Source: an optimization exercise on an open RTL-to-GDS flow (aim: small area, a short achievable clock period and few clock cycles per item). Production flows keep margins and buffers that such runs may drop.
No run shown here included a check of the RTL's function; only the layout flow was run.
Power is estimated from default activity; no workload was simulated.

## flow/design.v (module list and top-level ports; edited modules follow where they fit)
// module multiplier: 1369 lines
// module mult_and000: 3 lines
// module mult_cb: 3 lines
// module mult_fa: 4 lines
// module mult_g0000: 3 lines
// module mult_ha: 4 lines
// module mult_one: 3 lines
// module mult_or2: 3 lines
// module mult_pp: 3 lines
// module mult_pps: 3 lines
// module mult_two: 3 lines
// module mult_two0: 3 lines
// module mult_xnor: 3 lines
// module mult_xor: 3 lines
// module mult_y: 3 lines
module multiplier(
	input logic clk,
	input logic rst,
	input logic start_flag,
	input logic[15:0] a,
	input logic[15:0] b,
	output logic[31:0] result,
	output logic status
	);
  // ...
==> flow/flow/run.sh <==
#!/bin/bash
set -euo pipefail
cd "$(dirname "$0")/.."
export BUFFER_PORTS_ARGS="-buffer_cell sky130_fd_sc_hd__buf_2"
bash standard.sh > make.log 2>&1
==> flow/standard.sh <==
#!/bin/bash
# synth_recipe.tcl (not shown) runs the flow's synth.tcl, then flattens the netlist and writes it again
# the make line also repeats each setting of config.mk as NAME=value (left out here)
make -C /OpenROAD-flow-scripts/flow DESIGN_CONFIG=/design/flow/config.mk WORK_HOME=/design/flow/orfs CLKGATE_MAP_FILE= SYNTH_SCRIPT=/design/flow/synth_recipe.tcl "${@:-finish}"
==> flow/config.mk <==
export PLATFORM = sky130hd
export DESIGN_NAME = multiplier
export DESIGN_NICKNAME = multiplier
export VERILOG_FILES = /design/flow/design.v
export SDC_FILE = /design/flow/constraint.sdc
export NUM_CORES = 4
export LEC_CHECK = 0
export CAP_MARGIN = 20
export CORE_MARGIN = 2
export CORE_UTILIZATION = 70
export GPL_TIMING_DRIVEN = 1
export SETUP_SLACK_MARGIN = 0.3
export SLEW_MARGIN = 20
export SYNTH_HIERARCHICAL = 1
==> flow/constraint.sdc <==
create_clock -name core_clock -period 4.0 [get_ports {clk}]
set_input_delay 0.8000 -clock core_clock [delete_from_list [all_inputs] [get_ports {clk}]]
set_output_delay 0.8000 -clock core_clock [all_outputs]
set_load 0.01 [all_outputs]
==> summary.json, run 1 <==
{
  "run_status": {"value": "finished clean"},
  "layout.filler_cells": {"value": 664},
  "clk-power": {"value": 0.000636, "unit": "W"},
  "setup_viol_count_final": {"value": 0},
  "postRouteWirelength": {"value": 17.71, "unit": "mm"},
  "finalInstanceArea": {"value": 8197, "unit": "um2"},
  "total_power": {"value": 0.005460, "unit": "W"},
  "layoutNonFillerInstCount": {"value": 874},
  "dominant_cells": {"value": "multi-input combinational cells"},
  "routabilityCongestion": {"value": 0.9509},
  "tritoncts_num_sinks": {"value": 62},
  "placement.io_buffers": {"value": 67},
  "m1WireLength": {"value": 7.896, "unit": "mm"},
  "synthDistinctLibCells": {"value": 18},
  "area.sequential": {"value": 1246, "unit": "um2"},
  "detail_route.vias_per_cell": {"value": 6.292},
  "groute.layer.met3.usage": {"value": 4.905, "unit": "%"},
  "top_level_ports": {"value": 68},
  "min-delay-path-class": {"value": "input pin to asynchronous set/reset pin"},
  "worst_hold_slack": {"value": 0.1899, "unit": "ns"},
  "final_layout_size_suffix_gt1_share": {"value": 20.33, "unit": "%"},
  "yosys_most_used_dff": {"value": "dfxtp_1"},
  "core_area": {"value": 10180, "unit": "um2"},
  "power_switching": {"value": 0.002356, "unit": "W"},
  "synth.net_count": {"value": 813},
  "cts.path.max_buffers": {"value": 2},
  "final_critical_path_setup_slack": {"value": 0.4012, "unit": "ns"},
  "synthSimpleGateAreaFrac": {"value": 3.476, "unit": "%"},
  "timing.setup.critical_path_class": {"value": "register to primary output"},
  "worst_path_most_repeated_cell": {"value": "a21o_1"},
  "worst_setup_path_endpoint": {"value": "result[31]"},
  "first_pass_grt_wire_length": {"value": 28.08, "unit": "mm"},
  "share_seq_of_total_power": {"value": 18.3, "unit": "%"},
  "cp_data_arrival_time": {"value": 2.80, "unit": "ns"},
  "yosys.area_share.adder": {"value": 32.04, "unit": "%"},
  "rsz0062_at_grt": {"value": "true"},
  "layout_worst_path_cycle_share": {"value": 89.97, "unit": "%"},
  "cts_tree": {"value": "yes"}
}
==> run 2: changes to the inputs <==
--- a/flow/design.v
+++ b/flow/design.v
@@ -572,142 +572,116 @@
 	logic s989;
 	logic c990;
 	logic s992;
 	logic c993;
 	logic s995;
 	logic c996;
 	logic s998;
 	logic c999;
-	logic pa1001;
-	logic pa1003;
-	logic pg1005;
-	logic pa1007;
-	logic pg1009;
-	logic pa1011;
-	logic pg1013;
-	logic pa1015;
-	logic pg1017;
-	logic pa1019;
-	logic pg1021;
-	logic pa1023;
-	logic pg1025;
-	logic pa1027;
-	logic pg1029;
-	logic pa1031;
-	logic pg1033;
-	logic pa1035;
-	logic pg1037;
-	logic pa1039;
-	logic pg1041;
-	logic pa1043;
-	logic pg1045;
-	logic pa1047;
-	logic pg1049;
-	logic pa1051;
-	logic pg1053;
-	logic pa1055;
-	logic pg1057;
-	logic pg1059;
-	logic pa1061;
-	logic pg1063;
-	logic pa1065;
-	logic pg1067;
-	logic pa1069;
-	logic pg1071;
-	logic pa1073;
-	logic pg1075;
-	logic pa1077;
-	logic pg1079;
-	logic pa1081;
-	logic pg1083;
-	logic pa1085;
-	logic pg1087;
-	logic pg1089;
-	logic pa1091;
-	logic pg1093;
-	logic pa1095;
-	logic pg1097;
-	logic pa1099;
-	logic pg1101;
-	logic pg1103;
-	logic pa1105;
-	logic pg1107;
-	logic pg1109;
-	logic pg1111;
-	logic pg1113;
-	logic pg1115;
-	logic pg1117;
-	logic pg1119;
-	logic pg1121;
-	logic pg1123;
-	logic pg1125;
-	logic pg1127;
-	logic pg1129;
-	logic pg1131;
-	logic pg1133;
-	logic pg1135;
-	logic pg1137;
-	logic pg1139;
-	logic pg1141;
-	logic pg1143;
-	logic pg1145;
-	logic pg1147;
-	logic pg1149;
-	logic pg1151;
-	logic pg1153;
-	logic pg1155;
-	logic pg1157;
-	logic pg1159;
-	logic pg1161;
-	logic sum1163;
-	logic sum1165;
-	logic sum1167;
-	logic sum1169;
-	logic sum1171;
-	logic sum1173;
-	logic sum1175;
-	logic sum1177;
-	logic sum1179;
-	logic sum1181;
-	logic sum1183;
-	logic sum1185;
-	logic sum1187;
-	logic sum1189;
-	logic sum1191;
-	logic sum1193;
-	logic sum1195;
-	logic sum1197;
-	logic sum1199;
-	logic sum1201;
-	logic sum1203;
-	logic sum1205;
-	logic sum1207;
-	logic sum1209;
-	logic sum1211;
-	logic sum1213;
-	logic sum1215;
-	logic sum1217;
-	logic sum1219;
-	logic sum1221;
+	logic s1001;
+	logic c1002;
+	logic pa1004;
+	logic pg1006;
+	logic pa1008;
+	logic pg1010;
+	logic pa1012;
+	logic pg1014;
+	logic pa1016;
+	logic pg1018;
+	logic pa1020;
+	logic pg1022;
+	logic pa1024;
+	logic pg1026;
+	logic pa1028;
+	logic pg1030;
+	logic pa1032;
+	logic pg1034;
+	logic pa1036;
+	logic pg1038;
+	logic pa1040;
+	logic pg1042;
+	logic pa1044;
+	logic pg1046;
+	logic pa1048;
+	logic pg1050;
+	logic pa1052;
+	logic pg1054;
+	logic pa1056;
+	logic pg1058;
+	logic pa1060;
+	logic pg1062;
+	logic pa1064;
+	logic pg1066;
+	logic pa1068;
+	logic pg1070;
+	logic pa1072;
+	logic pg1074;
+	logic pa1076;
+	logic pg1078;
+	logic pa1080;
+	logic pg1082;
+	logic pg1084;
+	logic pa1086;
+	logic pg1088;
+	logic pg1090;
+	logic pg1092;
+	logic pg1094;
+	logic pg1096;
+	logic pg1098;
+	logic pg1100;
+	logic pg1102;
+	logic pg1104;
+	logic pg1106;
+	logic pg1108;
+	logic pg1110;
+	logic pg1112;
+	logic pg1114;
+	logic pg1116;
+	logic pg1118;
+	logic pg1120;
+	logic pg1122;
+	logic pg1124;
+	logic pg1126;
+	logic pg1128;
+	logic pg1130;
+	logic pg1132;
+	logic pg1134;
+	logic sum1136;
+	logic sum1138;
+	logic sum1140;
+	logic sum1142;
+	logic sum1144;
+	logic sum1146;
+	logic sum1148;
+	logic sum1150;
+	logic sum1152;
+	logic sum1154;
+	logic sum1156;
+	logic sum1158;
+	logic sum1160;
+	logic sum1162;
+	logic sum1164;
+	logic sum1166;
+	logic sum1168;
+	logic sum1170;
+	logic sum1172;
+	logic sum1174;
+	logic sum1176;
+	logic sum1178;
+	logic sum1180;
 	logic q0_0;
-	logic q0_1;
 	logic q1_0;
 	logic q2_0;
-	logic q2_1;
 	logic q3_0;
-	logic q3_1;
 	logic q4_0;
-	logic q4_1;
 	logic q5_0;
-	logic q5_1;
 	logic q6_0;
-	logic q6_1;
 	logic q7_0;
-	logic q7_1;
+	logic q8_c;
 	logic q8_0;
 	logic q8_1;
 	logic q9_0;
 	logic q9_1;
 	logic q10_0;
 	logic q10_1;
 	logic q11_0;
 	logic q11_1;
@@ -1151,173 +1125,146 @@
 	mult_fa u893 (.x(c743), .y(s814), .z(c812), .s(s891), .c(c892));
 	mult_fa u896 (.x(s752), .y(c815), .z(s817), .s(s894), .c(c895));
 	mult_fa u899 (.x(c753), .y(s820), .z(c818), .s(s897), .c(c898));
 	mult_fa u902 (.x(c756), .y(s823), .z(c821), .s(s900), .c(c901));
 	mult_fa u905 (.x(pp567), .y(s826), .z(c824), .s(s903), .c(c904));
 	mult_fa u908 (.x(pp501), .y(pp569), .z(c827), .s(s906), .c(c907));
 	assign s909 = ~pp571;
 	assign c910 = pp571;
-	mult_ha u913 (.x(q0_0), .y(q0_1), .s(s911), .c(c912));
-	mult_ha u916 (.x(q2_0), .y(q2_1), .s(s914), .c(c915));
-	mult_ha u919 (.x(q3_0), .y(q3_1), .s(s917), .c(c918));
-	mult_ha u922 (.x(q4_0), .y(q4_1), .s(s920), .c(c921));
-	mult_ha u925 (.x(q5_0), .y(q5_1), .s(s923), .c(c924));
-	mult_ha u928 (.x(q6_0), .y(q6_1), .s(s926), .c(c927));
-	mult_ha u931 (.x(q7_0), .y(q7_1), .s(s929), .c(c930));
-	mult_ha u934 (.x(q8_0), .y(q8_1), .s(s932), .c(c933));
-	mult_ha u937 (.x(q9_0), .y(q9_1), .s(s935), .c(c936));
-	mult_ha u940 (.x(q10_0), .y(q10_1), .s(s938), .c(c939));
-	mult_ha u943 (.x(q11_0), .y(q11_1), .s(s941), .c(c942));
-	mult_ha u946 (.x(q12_0), .y(q12_1), .s(s944), .c(c945));
-	mult_ha u949 (.x(q13_0), .y(q13_1), .s(s947), .c(c948));
-	mult_ha u952 (.x(q14_0), .y(q14_1), .s(s950), .c(c951));
-	mult_ha u955 (.x(q15_0), .y(q15_1), .s(s953), .c(c954));
-	mult_ha u958 (.x(q16_0), .y(q16_1), .s(s956), .c(c957));
-	mult_ha u961 (.x(q17_0), .y(q17_1), .s(s959), .c(c960));
-	mult_ha u964 (.x(q18_0), .y(q18_1), .s(s962), .c(c963));
-	mult_ha u967 (.x(q19_0), .y(q19_1), .s(s965), .c(c966));
-	mult_ha u970 (.x(q20_0), .y(q20_1), .s(s968), .c(c969));
-	mult_ha u973 (.x(q21_0), .y(q21_1), .s(s971), .c(c972));
-	mult_ha u976 (.x(q22_0), .y(q22_1), .s(s974), .c(c975));
-	mult_ha u979 (.x(q23_0), .y(q23_1), .s(s977), .c(c978));
-	mult_ha u982 (.x(q24_0), .y(q24_1), .s(s980), .c(c981));
-	mult_ha u985 (.x(q25_0), .y(q25_1), .s(s983), .c(c984));
-	mult_ha u988 (.x(q26_0), .y(q26_1), .s(s986), .c(c987));
-	mult_ha u991 (.x(q27_0), .y(q27_1), .s(s989), .c(c990));
-	mult_ha u994 (.x(q28_0), .y(q28_1), .s(s992), .c(c993));
-	mult_ha u997 (.x(q29_0), .y(q29_1), .s(s995), .c(c996));
-	mult_ha u1000 (.x(q30_0), .y(q30_1), .s(s998), .c(c999));
-	mult_and000 u1002 (.a(q1_0), .b(c912), .y(pa1001));
-	mult_and000 u1004 (.a(s917), .b(s914), .y(pa1003));
-	mult_g0000 u1006 (.gh(c918), .ph(s917), .gl(c915), .g(pg1005));
-	mult_and000 u1008 (.a(s923), .b(s920), .y(pa1007));
-	mult_g0000 u1010 (.gh(c924), .ph(s923), .gl(c921), .g(pg1009));
-	mult_and000 u1012 (.a(s929), .b(s926), .y(pa1011));
-	mult_g0000 u1014 (.gh(c930), .ph(s929), .gl(c927), .g(pg1013));
-	mult_and000 u1016 (.a(s935), .b(s932), .y(pa1015));
-	mult_g0000 u1018 (.gh(c936), .ph(s935), .gl(c933), .g(pg1017));
-	mult_and000 u1020 (.a(s941), .b(s938), .y(pa1019));
-	mult_g0000 u1022 (.gh(c942), .ph(s941), .gl(c939), .g(pg1021));
-	mult_and000 u1024 (.a(s947), .b(s944), .y(pa1023));
-	mult_g0000 u1026 (.gh(c948), .ph(s947), .gl(c945), .g(pg1025));
-	mult_and000 u1028 (.a(s953), .b(s950), .y(pa1027));
-	mult_g0000 u1030 (.gh(c954), .ph(s953), .gl(c951), .g(pg1029));
-	mult_and000 u1032 (.a(s959), .b(s956), .y(pa1031));
-	mult_g0000 u1034 (.gh(c960), .ph(s959), .gl(c957), .g(pg1033));
-	mult_and000 u1036 (.a(s965), .b(s962), .y(pa1035));
-	mult_g0000 u1038 (.gh(c966), .ph(s965), .gl(c963), .g(pg1037));
-	mult_and000 u1040 (.a(s971), .b(s968), .y(pa1039));
-	mult_g0000 u1042 (.gh(c972), .ph(s971), .gl(c969), .g(pg1041));
-	mult_and000 u1044 (.a(s977), .b(s974), .y(pa1043));
-	mult_g0000 u1046 (.gh(c978), .ph(s977), .gl(c975), .g(pg1045));
-	mult_and000 u1048 (.a(s983), .b(s980), .y(pa1047));
-	mult_g0000 u1050 (.gh(c984), .ph(s983), .gl(c981), .g(pg1049));
-	mult_and000 u1052 (.a(s989), .b(s986), .y(pa1051));
-	mult_g0000 u1054 (.gh(c990), .ph(s989), .gl(c987), .g(pg1053));
-	mult_and000 u1056 (.a(s995), .b(s992), .y(pa1055));
-	mult_g0000 u1058 (.gh(c996), .ph(s995), .gl(c993), .g(pg1057));
-	mult_g0000 u1060 (.gh(pg1005), .ph(pa1003), .gl(pa1001), .g(pg1059));
-	mult_and000 u1062 (.a(pa1011), .b(pa1007), .y(pa1061));
-	mult_g0000 u1064 (.gh(pg1013), .ph(pa1011), .gl(pg1009), .g(pg1063));
-	mult_and000 u1066 (.a(pa1019), .b(pa1015), .y(pa1065));
-	mult_g0000 u1068 (.gh(pg1021), .ph(pa1019), .gl(pg1017), .g(pg1067));
-	mult_and000 u1070 (.a(pa1027), .b(pa1023), .y(pa1069));
-	mult_g0000 u1072 (.gh(pg1029), .ph(pa1027), .gl(pg1025), .g(pg1071));
-	mult_and000 u1074 (.a(pa1035), .b(pa1031), .y(pa1073));
-	mult_g0000 u1076 (.gh(pg1037), .ph(pa1035), .gl(pg1033), .g(pg1075));
-	mult_and000 u1078 (.a(pa1043), .b(pa1039), .y(pa1077));
-	mult_g0000 u1080 (.gh(pg1045), .ph(pa1043), .gl(pg1041), .g(pg1079));
-	mult_and000 u1082 (.a(pa1051), .b(pa1047), .y(pa1081));
-	mult_g0000 u1084 (.gh(pg1053), .ph(pa1051), .gl(pg1049), .g(pg1083));
-	mult_and000 u1086 (.a(s998), .b(pa1055), .y(pa1085));
-	mult_g0000 u1088 (.gh(c999), .ph(s998), .gl(pg1057), .g(pg1087));
-	mult_g0000 u1090 (.gh(pg1063), .ph(pa1061), .gl(pg1059), .g(pg1089));
-	mult_and000 u1092 (.a(pa1069), .b(pa1065), .y(pa1091));
-	mult_g0000 u1094 (.gh(pg1071), .ph(pa1069), .gl(pg1067), .g(pg1093));
-	mult_and000 u1096 (.a(pa1077), .b(pa1073), .y(pa1095));
-	mult_g0000 u1098 (.gh(pg1079), .ph(pa1077), .gl(pg1075), .g(pg1097));
-	mult_and000 u1100 (.a(pa1085), .b(pa1081), .y(pa1099));
-	mult_g0000 u1102 (.gh(pg1087), .ph(pa1085), .gl(pg1083), .g(pg1101));
-	mult_g0000 u1104 (.gh(pg1093), .ph(pa1091), .gl(pg1089), .g(pg1103));
-	mult_and000 u1106 (.a(pa1099), .b(pa1095), .y(pa1105));
-	mult_g0000 u1108 (.gh(pg1101), .ph(pa1099), .gl(pg1097), .g(pg1107));
-	mult_g0000 u1110 (.gh(pg1107), .ph(pa1105), .gl(pg1103), .g(pg1109));
-	mult_g0000 u1112 (.gh(pg1097), .ph(pa1095), .gl(pg1103), .g(pg1111));
-	mult_g0000 u1114 (.gh(pg1067), .ph(pa1065), .gl(pg1089), .g(pg1113));
-	mult_g0000 u1116 (.gh(pg1075), .ph(pa1073), .gl(pg1103), .g(pg1115));
-	mult_g0000 u1118 (.gh(pg1083), .ph(pa1081), .gl(pg1111), .g(pg1117));
-	mult_g0000 u1120 (.gh(pg1009), .ph(pa1007), .gl(pg1059), .g(pg1119));
-	mult_g0000 u1122 (.gh(pg1017), .ph(pa1015), .gl(pg1089), .g(pg1121));
-	mult_g0000 u1124 (.gh(pg1025), .ph(pa1023), .gl(pg1113), .g(pg1123));
-	mult_g0000 u1126 (.gh(pg1033), .ph(pa1031), .gl(pg1103), .g(pg1125));
-	mult_g0000 u1128 (.gh(pg1041), .ph(pa1039), .gl(pg1115), .g(pg1127));
-	mult_g0000 u1130 (.gh(pg1049), .ph(pa1047), .gl(pg1111), .g(pg1129));
-	mult_g0000 u1132 (.gh(pg1057), .ph(pa1055), .gl(pg1117), .g(pg1131));
-	mult_g0000 u1134 (.gh(c915), .ph(s914), .gl(pa1001), .g(pg1133));
-	mult_g0000 u1136 (.gh(c921), .ph(s920), .gl(pg1059), .g(pg1135));
-	mult_g0000 u1138 (.gh(c927), .ph(s926), .gl(pg1119), .g(pg1137));
-	mult_g0000 u1140 (.gh(c933), .ph(s932), .gl(pg1089), .g(pg1139));
-	mult_g0000 u1142 (.gh(c939), .ph(s938), .gl(pg1121), .g(pg1141));
-	mult_g0000 u1144 (.gh(c945), .ph(s944), .gl(pg1113), .g(pg1143));
-	mult_g0000 u1146 (.gh(c951), .ph(s950), .gl(pg1123), .g(pg1145));
-	mult_g0000 u1148 (.gh(c957), .ph(s956), .gl(pg1103), .g(pg1147));
-	mult_g0000 u1150 (.gh(c963), .ph(s962), .gl(pg1125), .g(pg1149));
-	mult_g0000 u1152 (.gh(c969), .ph(s968), .gl(pg1115), .g(pg1151));
-	mult_g0000 u1154 (.gh(c975), .ph(s974), .gl(pg1127), .g(pg1153));
-	mult_g0000 u1156 (.gh(c981), .ph(s980), .gl(pg1111), .g(pg1155));
-	mult_g0000 u1158 (.gh(c987), .ph(s986), .gl(pg1129), .g(pg1157));
-	mult_g0000 u1160 (.gh(c993), .ph(s992), .gl(pg1117), .g(pg1159));
-	mult_g0000 u1162 (.gh(c999), .ph(s998), .gl(pg1131), .g(pg1161));
-	mult_xor u1164 (.a(q1_0), .b(c912), .y(sum1163));
-	mult_xor u1166 (.a(s914), .b(pa1001), .y(sum1165));
-	mult_xor u1168 (.a(s917), .b(pg1133), .y(sum1167));
-	mult_xor u1170 (.a(s920), .b(pg1059), .y(sum1169));
-	mult_xor u1172 (.a(s923), .b(pg1135), .y(sum1171));
-	mult_xor u1174 (.a(s926), .b(pg1119), .y(sum1173));
-	mult_xor u1176 (.a(s929), .b(pg1137), .y(sum1175));
-	mult_xor u1178 (.a(s932), .b(pg1089), .y(sum1177));
-	mult_xor u1180 (.a(s935), .b(pg1139), .y(sum1179));
-	mult_xor u1182 (.a(s938), .b(pg1121), .y(sum1181));
-	mult_xor u1184 (.a(s941), .b(pg1141), .y(sum1183));
-	mult_xor u1186 (.a(s944), .b(pg1113), .y(sum1185));
-	mult_xor u1188 (.a(s947), .b(pg1143), .y(sum1187));
-	mult_xor u1190 (.a(s950), .b(pg1123), .y(sum1189));
-	mult_xor u1192 (.a(s953), .b(pg1145), .y(sum1191));
-	mult_xor u1194 (.a(s956), .b(pg1103), .y(sum1193));
-	mult_xor u1196 (.a(s959), .b(pg1147), .y(sum1195));
-	mult_xor u1198 (.a(s962), .b(pg1125), .y(sum1197));
-	mult_xor u1200 (.a(s965), .b(pg1149), .y(sum1199));
-	mult_xor u1202 (.a(s968), .b(pg1115), .y(sum1201));
-	mult_xor u1204 (.a(s971), .b(pg1151), .y(sum1203));
-	mult_xor u1206 (.a(s974), .b(pg1127), .y(sum1205));
-	mult_xor u1208 (.a(s977), .b(pg1153), .y(sum1207));
-	mult_xor u1210 (.a(s980), .b(pg1111), .y(sum1209));
-	mult_xor u1212 (.a(s983), .b(pg1155), .y(sum1211));
-	mult_xor u1214 (.a(s986), .b(pg1129), .y(sum1213));
-	mult_xor u1216 (.a(s989), .b(pg1157), .y(sum1215));
-	mult_xor u1218 (.a(s992), .b(pg1117), .y(sum1217));
-	mult_xor u1220 (.a(s995), .b(pg1159), .y(sum1219));
-	mult_xor u1222 (.a(s998), .b(pg1131), .y(sum1221));
+	mult_ha u913 (.x(b[1]), .y(pp37), .s(s911), .c(c912));
+	mult_ha u916 (.x(pp39), .y(c912), .s(s914), .c(c915));
+	mult_fa u919 (.x(s828), .y(pp109), .z(c915), .s(s917), .c(c918));
+	mult_fa u922 (.x(c829), .y(s831), .z(c918), .s(s920), .c(c921));
+	mult_fa u925 (.x(c832), .y(s834), .z(c921), .s(s923), .c(c924));
+	mult_fa u928 (.x(c835), .y(s837), .z(c924), .s(s926), .c(c927));
+	mult_fa u931 (.x(c838), .y(s840), .z(c927), .s(s929), .c(c930));
+	mult_fa u934 (.x(c841), .y(s843), .z(c930), .s(s932), .c(c933));
+	mult_ha u937 (.x(q8_0), .y(q8_1), .s(s935), .c(c936));
+	mult_ha u940 (.x(q9_0), .y(q9_1), .s(s938), .c(c939));
+	mult_ha u943 (.x(q10_0), .y(q10_1), .s(s941), .c(c942));
+	mult_ha u946 (.x(q11_0), .y(q11_1), .s(s944), .c(c945));
+	mult_ha u949 (.x(q12_0), .y(q12_1), .s(s947), .c(c948));
+	mult_ha u952 (.x(q13_0), .y(q13_1), .s(s950), .c(c951));
+	mult_ha u955 (.x(q14_0), .y(q14_1), .s(s953), .c(c954));
+	mult_ha u958 (.x(q15_0), .y(q15_1), .s(s956), .c(c957));
+	mult_ha u961 (.x(q16_0), .y(q16_1), .s(s959), .c(c960));
+	mult_ha u964 (.x(q17_0), .y(q17_1), .s(s962), .c(c963));
+	mult_ha u967 (.x(q18_0), .y(q18_1), .s(s965), .c(c966));
+	mult_ha u970 (.x(q19_0), .y(q19_1), .s(s968), .c(c969));
+	mult_ha u973 (.x(q20_0), .y(q20_1), .s(s971), .c(c972));
+	mult_ha u976 (.x(q21_0), .y(q21_1), .s(s974), .c(c975));
+	mult_ha u979 (.x(q22_0), .y(q22_1), .s(s977), .c(c978));
+	mult_ha u982 (.x(q23_0), .y(q23_1), .s(s980), .c(c981));
+	mult_ha u985 (.x(q24_0), .y(q24_1), .s(s983), .c(c984));
+	mult_ha u988 (.x(q25_0), .y(q25_1), .s(s986), .c(c987));
+	mult_ha u991 (.x(q26_0), .y(q26_1), .s(s989), .c(c990));
+	mult_ha u994 (.x(q27_0), .y(q27_1), .s(s992), .c(c993));
+	mult_ha u997 (.x(q28_0), .y(q28_1), .s(s995), .c(c996));
+	mult_ha u1000 (.x(q29_0), .y(q29_1), .s(s998), .c(c999));
+	mult_ha u1003 (.x(q30_0), .y(q30_1), .s(s1001), .c(c1002));
+	mult_and000 u1005 (.a(s938), .b(s935), .y(pa1004));
+	mult_g0000 u1007 (.gh(c939), .ph(s938), .gl(c936), .g(pg1006));
+	mult_and000 u1009 (.a(s944), .b(s941), .y(pa1008));
+	mult_g0000 u1011 (.gh(c945), .ph(s944), .gl(c942), .g(pg1010));
+	mult_and000 u1013 (.a(s950), .b(s947), .y(pa1012));
+	mult_g0000 u1015 (.gh(c951), .ph(s950), .gl(c948), .g(pg1014));
+	mult_and000 u1017 (.a(s956), .b(s953), .y(pa1016));
+	mult_g0000 u1019 (.gh(c957), .ph(s956), .gl(c954), .g(pg1018));
+	mult_and000 u1021 (.a(s962), .b(s959), .y(pa1020));
+	mult_g0000 u1023 (.gh(c963), .ph(s962), .gl(c960), .g(pg1022));
+	mult_and000 u1025 (.a(s968), .b(s965), .y(pa1024));
+	mult_g0000 u1027 (.gh(c969), .ph(s968), .gl(c966), .g(pg1026));
+	mult_and000 u1029 (.a(s974), .b(s971), .y(pa1028));
+	mult_g0000 u1031 (.gh(c975), .ph(s974), .gl(c972), .g(pg1030));
+	mult_and000 u1033 (.a(s980), .b(s977), .y(pa1032));
+	mult_g0000 u1035 (.gh(c981), .ph(s980), .gl(c978), .g(pg1034));
+	mult_and000 u1037 (.a(s986), .b(s983), .y(pa1036));
+	mult_g0000 u1039 (.gh(c987), .ph(s986), .gl(c984), .g(pg1038));
+	mult_and000 u1041 (.a(s992), .b(s989), .y(pa1040));
+	mult_g0000 u1043 (.gh(c993), .ph(s992), .gl(c990), .g(pg1042));
+	mult_and000 u1045 (.a(s998), .b(s995), .y(pa1044));
+	mult_g0000 u1047 (.gh(c999), .ph(s998), .gl(c996), .g(pg1046));
+	mult_and000 u1049 (.a(pa1008), .b(pa1004), .y(pa1048));
+	mult_g0000 u1051 (.gh(pg1010), .ph(pa1008), .gl(pg1006), .g(pg1050));
+	mult_and000 u1053 (.a(pa1016), .b(pa1012), .y(pa1052));
+	mult_g0000 u1055 (.gh(pg1018), .ph(pa1016), .gl(pg1014), .g(pg1054));
+	mult_and000 u1057 (.a(pa1024), .b(pa1020), .y(pa1056));
+	mult_g0000 u1059 (.gh(pg1026), .ph(pa1024), .gl(pg1022), .g(pg1058));
+	mult_and000 u1061 (.a(pa1032), .b(pa1028), .y(pa1060));
+	mult_g0000 u1063 (.gh(pg1034), .ph(pa1032), .gl(pg1030), .g(pg1062));
+	mult_and000 u1065 (.a(pa1040), .b(pa1036), .y(pa1064));
+	mult_g0000 u1067 (.gh(pg1042), .ph(pa1040), .gl(pg1038), .g(pg1066));
+	mult_and000 u1069 (.a(s1001), .b(pa1044), .y(pa1068));
+	mult_g0000 u1071 (.gh(c1002), .ph(s1001), .gl(pg1046), .g(pg1070));
+	mult_and000 u1073 (.a(pa1052), .b(pa1048), .y(pa1072));
+	mult_g0000 u1075 (.gh(pg1054), .ph(pa1052), .gl(pg1050), .g(pg1074));
+	mult_and000 u1077 (.a(pa1060), .b(pa1056), .y(pa1076));
+	mult_g0000 u1079 (.gh(pg1062), .ph(pa1060), .gl(pg1058), .g(pg1078));
+	mult_and000 u1081 (.a(pa1068), .b(pa1064), .y(pa1080));
+	mult_g0000 u1083 (.gh(pg1070), .ph(pa1068), .gl(pg1066), .g(pg1082));
+	mult_g0000 u1085 (.gh(pg1074), .ph(pa1072), .gl(q8_c), .g(pg1084));
+	mult_and000 u1087 (.a(pa1080), .b(pa1076), .y(pa1086));
+	mult_g0000 u1089 (.gh(pg1082), .ph(pa1080), .gl(pg1078), .g(pg1088));
+	mult_g0000 u1091 (.gh(pg1088), .ph(pa1086), .gl(pg1084), .g(pg1090));
+	mult_g0000 u1093 (.gh(pg1078), .ph(pa1076), .gl(pg1084), .g(pg1092));
+	mult_g0000 u1095 (.gh(pg1050), .ph(pa1048), .gl(q8_c), .g(pg1094));
+	mult_g0000 u1097 (.gh(pg1058), .ph(pa1056), .gl(pg1084), .g(pg1096));
+	mult_g0000 u1099 (.gh(pg1066), .ph(pa1064), .gl(pg1092), .g(pg1098));
+	mult_g0000 u1101 (.gh(pg1006), .ph(pa1004), .gl(q8_c), .g(pg1100));
+	mult_g0000 u1103 (.gh(pg1014), .ph(pa1012), .gl(pg1094), .g(pg1102));
+	mult_g0000 u1105 (.gh(pg1022), .ph(pa1020), .gl(pg1084), .g(pg1104));
+	mult_g0000 u1107 (.gh(pg1030), .ph(pa1028), .gl(pg1096), .g(pg1106));
+	mult_g0000 u1109 (.gh(pg1038), .ph(pa1036), .gl(pg1092), .g(pg1108));
+	mult_g0000 u1111 (.gh(pg1046), .ph(pa1044), .gl(pg1098), .g(pg1110));
+	mult_g0000 u1113 (.gh(c936), .ph(s935), .gl(q8_c), .g(pg1112));
+	mult_g0000 u1115 (.gh(c942), .ph(s941), .gl(pg1100), .g(pg1114));
+	mult_g0000 u1117 (.gh(c948), .ph(s947), .gl(pg1094), .g(pg1116));
+	mult_g0000 u1119 (.gh(c954), .ph(s953), .gl(pg1102), .g(pg1118));
+	mult_g0000 u1121 (.gh(c960), .ph(s959), .gl(pg1084), .g(pg1120));
+	mult_g0000 u1123 (.gh(c966), .ph(s965), .gl(pg1104), .g(pg1122));
+	mult_g0000 u1125 (.gh(c972), .ph(s971), .gl(pg1096), .g(pg1124));
+	mult_g0000 u1127 (.gh(c978), .ph(s977), .gl(pg1106), .g(pg1126));
+	mult_g0000 u1129 (.gh(c984), .ph(s983), .gl(pg1092), .g(pg1128));
+	mult_g0000 u1131 (.gh(c990), .ph(s989), .gl(pg1108), .g(pg1130));
+	mult_g0000 u1133 (.gh(c996), .ph(s995), .gl(pg1098), .g(pg1132));
+	mult_g0000 u1135 (.gh(c1002), .ph(s1001), .gl(pg1110), .g(pg1134));
+	mult_xor u1137 (.a(s935), .b(q8_c), .y(sum1136));
+	mult_xor u1139 (.a(s938), .b(pg1112), .y(sum1138));
+	mult_xor u1141 (.a(s941), .b(pg1100), .y(sum1140));
+	mult_xor u1143 (.a(s944), .b(pg1114), .y(sum1142));
+	mult_xor u1145 (.a(s947), .b(pg1094), .y(sum1144));
+	mult_xor u1147 (.a(s950), .b(pg1116), .y(sum1146));
+	mult_xor u1149 (.a(s953), .b(pg1102), .y(sum1148));
+	mult_xor u1151 (.a(s956), .b(pg1118), .y(sum1150));
+	mult_xor u1153 (.a(s959), .b(pg1084), .y(sum1152));
+	mult_xor u1155 (.a(s962), .b(pg1120), .y(sum1154));
+	mult_xor u1157 (.a(s965), .b(pg1104), .y(sum1156));
+	mult_xor u1159 (.a(s968), .b(pg1122), .y(sum1158));
+	mult_xor u1161 (.a(s971), .b(pg1096), .y(sum1160));
+	mult_xor u1163 (.a(s974), .b(pg1124), .y(sum1162));
+	mult_xor u1165 (.a(s977), .b(pg1106), .y(sum1164));
+	mult_xor u1167 (.a(s980), .b(pg1126), .y(sum1166));
+	mult_xor u1169 (.a(s983), .b(pg1092), .y(sum1168));
+	mult_xor u1171 (.a(s986), .b(pg1128), .y(sum1170));
+	mult_xor u1173 (.a(s989), .b(pg1108), .y(sum1172));
+	mult_xor u1175 (.a(s992), .b(pg1130), .y(sum1174));
+	mult_xor u1177 (.a(s995), .b(pg1098), .y(sum1176));
+	mult_xor u1179 (.a(s998), .b(pg1132), .y(sum1178));
+	mult_xor u1181 (.a(s1001), .b(pg1110), .y(sum1180));
 	always_ff @(posedge clk) begin
-		q0_0 <= b[1];
-		q0_1 <= pp37;
-		q1_0 <= pp39;
-		q2_0 <= s828;
-		q2_1 <= pp109;
-		q3_0 <= c829;
-		q3_1 <= s831;
-		q4_0 <= c832;
-		q4_1 <= s834;
-		q5_0 <= c835;
-		q5_1 <= s837;
-		q6_0 <= c838;
-		q6_1 <= s840;
-		q7_0 <= c841;
-		q7_1 <= s843;
+		q0_0 <= s911;
+		q1_0 <= s914;
+		q2_0 <= s917;
+		q3_0 <= s920;
+		q4_0 <= s923;
+		q5_0 <= s926;
+		q6_0 <= s929;
+		q7_0 <= s932;
+		q8_c <= c933;
 		q8_0 <= c844;
 		q8_1 <= s846;
 		q9_0 <= c847;
 		q9_1 <= s849;
 		q10_0 <= c850;
 		q10_1 <= s852;
 		q11_0 <= c853;
 		q11_1 <= s855;
@@ -1359,17 +1306,17 @@
 		q29_1 <= s909;
 		q30_0 <= c910;
 		q30_1 <= pp573;
 	end
 	always_ff @(posedge clk or negedge rst) begin
 		if(~rst) done <= 1'b0;
 		else done <= start_flag;
 	end
-	assign result = {~pg1161, sum1221, sum1219, sum1217, sum1215, sum1213, sum1211, sum1209, sum1207, sum1205, sum1203, sum1201, sum1199, sum1197, sum1195, sum1193, sum1191, sum1189, sum1187, sum1185, sum1183, sum1181, sum1179, sum1177, sum1175, sum1173, sum1171, sum1169, sum1167, sum1165, sum1163, s911};
+	assign result = {~pg1134, sum1180, sum1178, sum1176, sum1174, sum1172, sum1170, sum1168, sum1166, sum1164, sum1162, sum1160, sum1158, sum1156, sum1154, sum1152, sum1150, sum1148, sum1146, sum1144, sum1142, sum1140, sum1138, sum1136, q7_0, q6_0, q5_0, q4_0, q3_0, q2_0, q1_0, q0_0};
 	assign status = done;
 endmodule
 module mult_and000(input logic a, input logic b, output logic y);
 	assign y = (a & b);
 endmodule
 module mult_cb(input logic b1, input logic b0, input logic bm, output logic cb);
 	assign cb = b1 & ~(b0 & bm);
 endmodule
==> summary.json, run 2 <==
{
  "yosys_warnings": {"value": 7},
  "routabilityCongestion": {"value": 0.9158, "change": "-3.7%"},
  "post-route-drc-count": {"value": 0},
  "cp_data_required_time": {"value": 4.21, "unit": "ns"},
  "syn_to_final_growth": {"value": 11.20, "unit": "%"},
  "top_level_ports": {"value": 68, "change": "unchanged"},
  "detailed_route_wirelength_on_metal2": {"value": 8.213, "unit": "mm"},
  "overflow": {"value": 0},
  "finalWorstPathRequiredPeriod": {"value": 3.713, "unit": "ns"},
  "initial_antenna_violation_count": {"value": 0},
  "yosys-top-cells-count": {"value": "158 x xor2_1, 128 x a22o_1, 93 x fa_1"},
  "synth-seq-area-share": {"value": 15.99, "unit": "%"},
  "number_of_enable_type_register_cells_in_the_synthesized_netlist": {"value": 0},
  "route.vias.total": {"value": 5238},
  "first_pass_iters": {"value": 5},
  "detail_route.vias_per_cell": {"value": 6.258, "change": "-0.54%"},
  "m1WireLength": {"value": 7.228, "unit": "mm", "change": "-8.5%"},
  "finalMaxSlewViolations": {"value": 0},
  "final_layout_size_suffix_gt1_share": {"value": 20.74, "unit": "%", "change": "+0.41 points"},
  "wl_met3": {"value": 1.323, "unit": "mm"},
  "clk_pin_slew_worst_paths": {"value": 0.10, "unit": "ns"},
  "top_signal_layer_used": {"value": "met4"},
  "die-area": {"value": 10880, "unit": "um2"},
  "final_common_cell": {"value": "xor2_1"},
  "postRouteWirelength": {"value": 17.08, "unit": "mm", "change": "-3.6%"},
  "finalHoldViolCount": {"value": 0},
  "yosys_reg_bits": {"value": 56},
  "ir_drop": {"value": 658.3, "unit": "uV"},
  "via_count_of_the_first_global_routing_pass": {"value": 5515},
  "post_synth_instance_area": {"value": 7041, "unit": "um2"},
  "nets": {"value": 873},
  "drt_iter0_drc": {"value": 489},
  "cts_tree": {"value": "yes"},
  "yosys_most_used_dff": {"value": "dfxtp_1"},
  "mostFrequentLayoutCells": {"value": "152 x xor2_1, 128 x a22o_1, 88 x fa_1"},
  "synth-async-reset-ratio": {"value": 1.786, "unit": "%"},
  "core_area": {"value": 9774, "unit": "um2", "change": "-4.0%"},
  "synthDistinctLibCells": {"value": 18, "change": "unchanged"},
  "die_y": {"value": 104.3, "unit": "um"},
  "power_switching": {"value": 0.002207, "unit": "W", "change": "-6.3%"},
  "tritoncts_num_sinks": {"value": 56, "change": "-9.7%"},
  "finalCoreUtilization": {"value": 80.09, "unit": "%"},
  "remaining_max_slew_budget_at_the_tightest_pin": {"value": 58.57, "unit": "%"},
  "p_sw_share": {"value": 44.95, "unit": "%"},
  "count_of_antenna_diodes_in_the_layout": {"value": 0},
  "share_seq_of_total_power": {"value": 19.1, "unit": "%", "change": "+0.8 points"},
  "avgRoutedWirePerCell": {"value": 20.40, "unit": "um"},
  "synth.most_common_cell": {"value": "xor2_1"},
  "post_synth.cell_area_avg": {"value": 11.41, "unit": "um2"},
  "cts-buffers-inserted": {"value": 5},
  "critPathCaptureType": {"value": "register"},
  "layout_worst_path_cycle_share": {"value": 92.84, "unit": "%", "change": "+2.9 points"},
  "synth_area_leaders": {"value": "fa_1 26%, xor2_1 20%, a22o_1 16%"},
  "synth.net_count": {"value": 787, "change": "-3.2%"},
  "netlist.area_leader.share": {"value": 26.44, "unit": "%"},
  "first_pass_grt_wire_length": {"value": 28.06, "unit": "mm", "change": "about the same"},
  "placed_cells": {"value": 829},
  "drtAntennaViolNets": {"value": 0},
  "root_buf_cell": {"value": "clkbuf_8"},
  "min-delay-path-class": {"value": "input pin to asynchronous set/reset pin"},
  "cp_data_arrival_time": {"value": 3.93, "unit": "ns", "change": "+1.13 ns"},
  "fmax": {"value": 0.2693, "unit": "GHz"},
  "pwr-share-comb": {"value": 74.1, "unit": "%"},
  "cts.path.max_buffers": {"value": 2, "change": "unchanged"},
  "run_status": {"value": "finished clean"},
  "synth_area_leader_cell": {"value": "fa_1"},
  "critPathLaunchType": {"value": "input pin"},
  "max-cap-violations": {"value": 0},
  "maximum_number_of_pins_on_one_net_before_global_route_repair": {"value": 18},
  "htree_num_levels": {"value": 2},
  "syn_inst": {"value": 617},
  "p_clk_share": {"value": 6.7, "unit": "%"},
  "placement_rows": {"value": 36},
  "sum_of_net_half_perimeters_after_detailed_placement": {"value": 14.05, "unit": "mm"},
  "start_util": {"value": 72.03, "unit": "%"},
  "dieWidth": {"value": 104.3, "unit": "um"},
  "setup_viol_count_final": {"value": 0, "change": "unchanged"},
  "critPathMaxFanout": {"value": 6},
  "timing.setup.critical_path_class": {"value": "input pin to register"},
  "worst_pin_slew": {"value": 0.6214, "unit": "ns"},
  "power.static_leakage": {"value": 3.808, "unit": "nW"},
  "globalRouteTotalUtil": {"value": 32.67, "unit": "%"},
  "powerDensity": {"value": 627.2, "unit": "nW/um2"},
  "rsz0062_at_grt": {"value": "true"},
  "placement.io_buffers": {"value": 67, "change": "unchanged"},
  "cellInternalPower": {"value": 0.002703, "unit": "W"},
  "layoutNonFillerInstCount": {"value": 837, "change": "-4.2%"}
}
## run 2: changes by cell type after synthesis, sizes merged
cell	previous run	this run
and2	23	18
fa	87	93
ha	47	42
a21o	51	41
xor2	165	158
dfxtp	61	55
## run 2: how the worst max path moves through the flow
stage | startpoint | to | slack, ns
3_5_place_dp | b[3] | q7_0 | -0.20
5_1_grt | b[1] | q7_0 | 0.22
3_3_place_gp | b[3] | q7_0 | -0.02
4_1_cts | b[1] | q7_0 | 0.29
2_1_floorplan | b[1] | q7_0 | 0.26
6_report | b[1] | q7_0 | 0.29
## run 2: through the flow
step | worst slack (ns) | total power, W | area, um2 | hold slack, ns | setup TNS (ns)
floorplan | 0.2605 | 0.004064 | 7111 | 0.5044 | 0
global placement | -0.02496 | 0.004420 | 7715 | 0.5745 | -0.02907
detailed placement | -0.2047 | 0.004595 | 7715 | 0.5776 | -1.042
CTS | 0.2932 | 0.004959 | 7820 | 0.2272 | 0
global route | 0.2236 | 0.005426 | 7829 | 0.2206 | 0
finish | 0.2866 | 0.004910 | 7829 | 0.2369 | 0
## run 2: cell families after synthesis
logic type	share of synthesized area [%]
buf+inv	3.572
simple gates	3.146
flops	15.99
xor+xnor	20.15
compound gates	23.23
fa+ha+maj	33.91
## run 2: per-layer routing
| metal | vias up | GRT usage [%] |
|---|---|---|
| met4 | 0 | 8.108 |
| met1 | 2592 | 44.06 |
| li1 | 2355 | - |
| met5 | - | 0 |
| met2 | 249 | 56.02 |
| met3 | 42 | 4.261 |
## run 2: repair_timing
action,CTS,global route
setup endpoints to repair,10,4
hold buffers,0,0
gates cloned,0,0
setup buffers,0,0
gates resized for setup,1,3
pin swaps,0,0
## run 2: power by group through the flow
stage	clock network [W]	logic [W]	registers, W
floorplan	0	0.00314	0.000924
global placement	0	0.00347	0.000946
detailed placement	0	0.00364	0.000952
CTS	0.000345	0.00367	0.000941
global route	0.000360	0.00410	0.000963
finish	0.000330	0.00364	0.000939
## run 2: cell type report
cell class	instances	area, um2
multi-input cells	525	5746
clock buffers	7	86.33
clock inverters	1	7.507
flip-flops and latches	56	1126
well taps	133	166.4
fillers	678	1946
repair buffers	110	678.2
inverters	5	18.77
## run 2: worst max-delay path, stage by stage
cell and delay (ns):
buf_2 0.14, xor2_1 0.19, a22o_1 0.25, ha_2 0.19, ha_2 0.18, fa_2 0.34, fa_2 0.35, fa_2 0.36
fa_2 0.35, fa_2 0.34, fa_1 0.43
## run 2: Yosys stat by module, one instance, submodules excluded, a selection
module,times used,flops+latches,area (um2),cells
mult_or2,4,0,6.256,1
multiplier,1,56,1378,92
mult_pps,8,0,5.005,1
mult_pp,128,0,8.758,1
mult_two,7,0,22.52,3
mult_xor,23,0,8.758,1

==> port drivers added, routing unchanged <==
In the flow no input, the clock included, has a driving cell. The finished layouts below were timed again as built, in two steps. Step 1, drivers: a clkbuf_16 drives clk and a buf_2 each remaining input, both assumed. Step 2, shift: input delay + t, output delay - t, t = (earliest + latest rising clock arrival at the registers) / 2. This alone moves slack from input paths to output paths. a / b / c = ideal / step 1 / step 2; a / b = the first two.
run	shift t [ns]	setup slack, ns	hold WS [ns]	worst setup path at the end	worst register clock-pin slew, ns
run 1	0.391	0.401 / 0.368 / 0.078	0.190 / 0.180 / 0.570	input to register	0.08 / 0.08
run 2	0.348	0.287 / 0.300 / -0.047	0.237 / 0.225 / 0.572	input to register	0.10 / 0.10
Met with ideal ports but missed after step 2: setup timing in run 2. The setup slack of run 2, which loses most, moves by +0.013 ns with the drivers and by -0.334 ns with both steps.
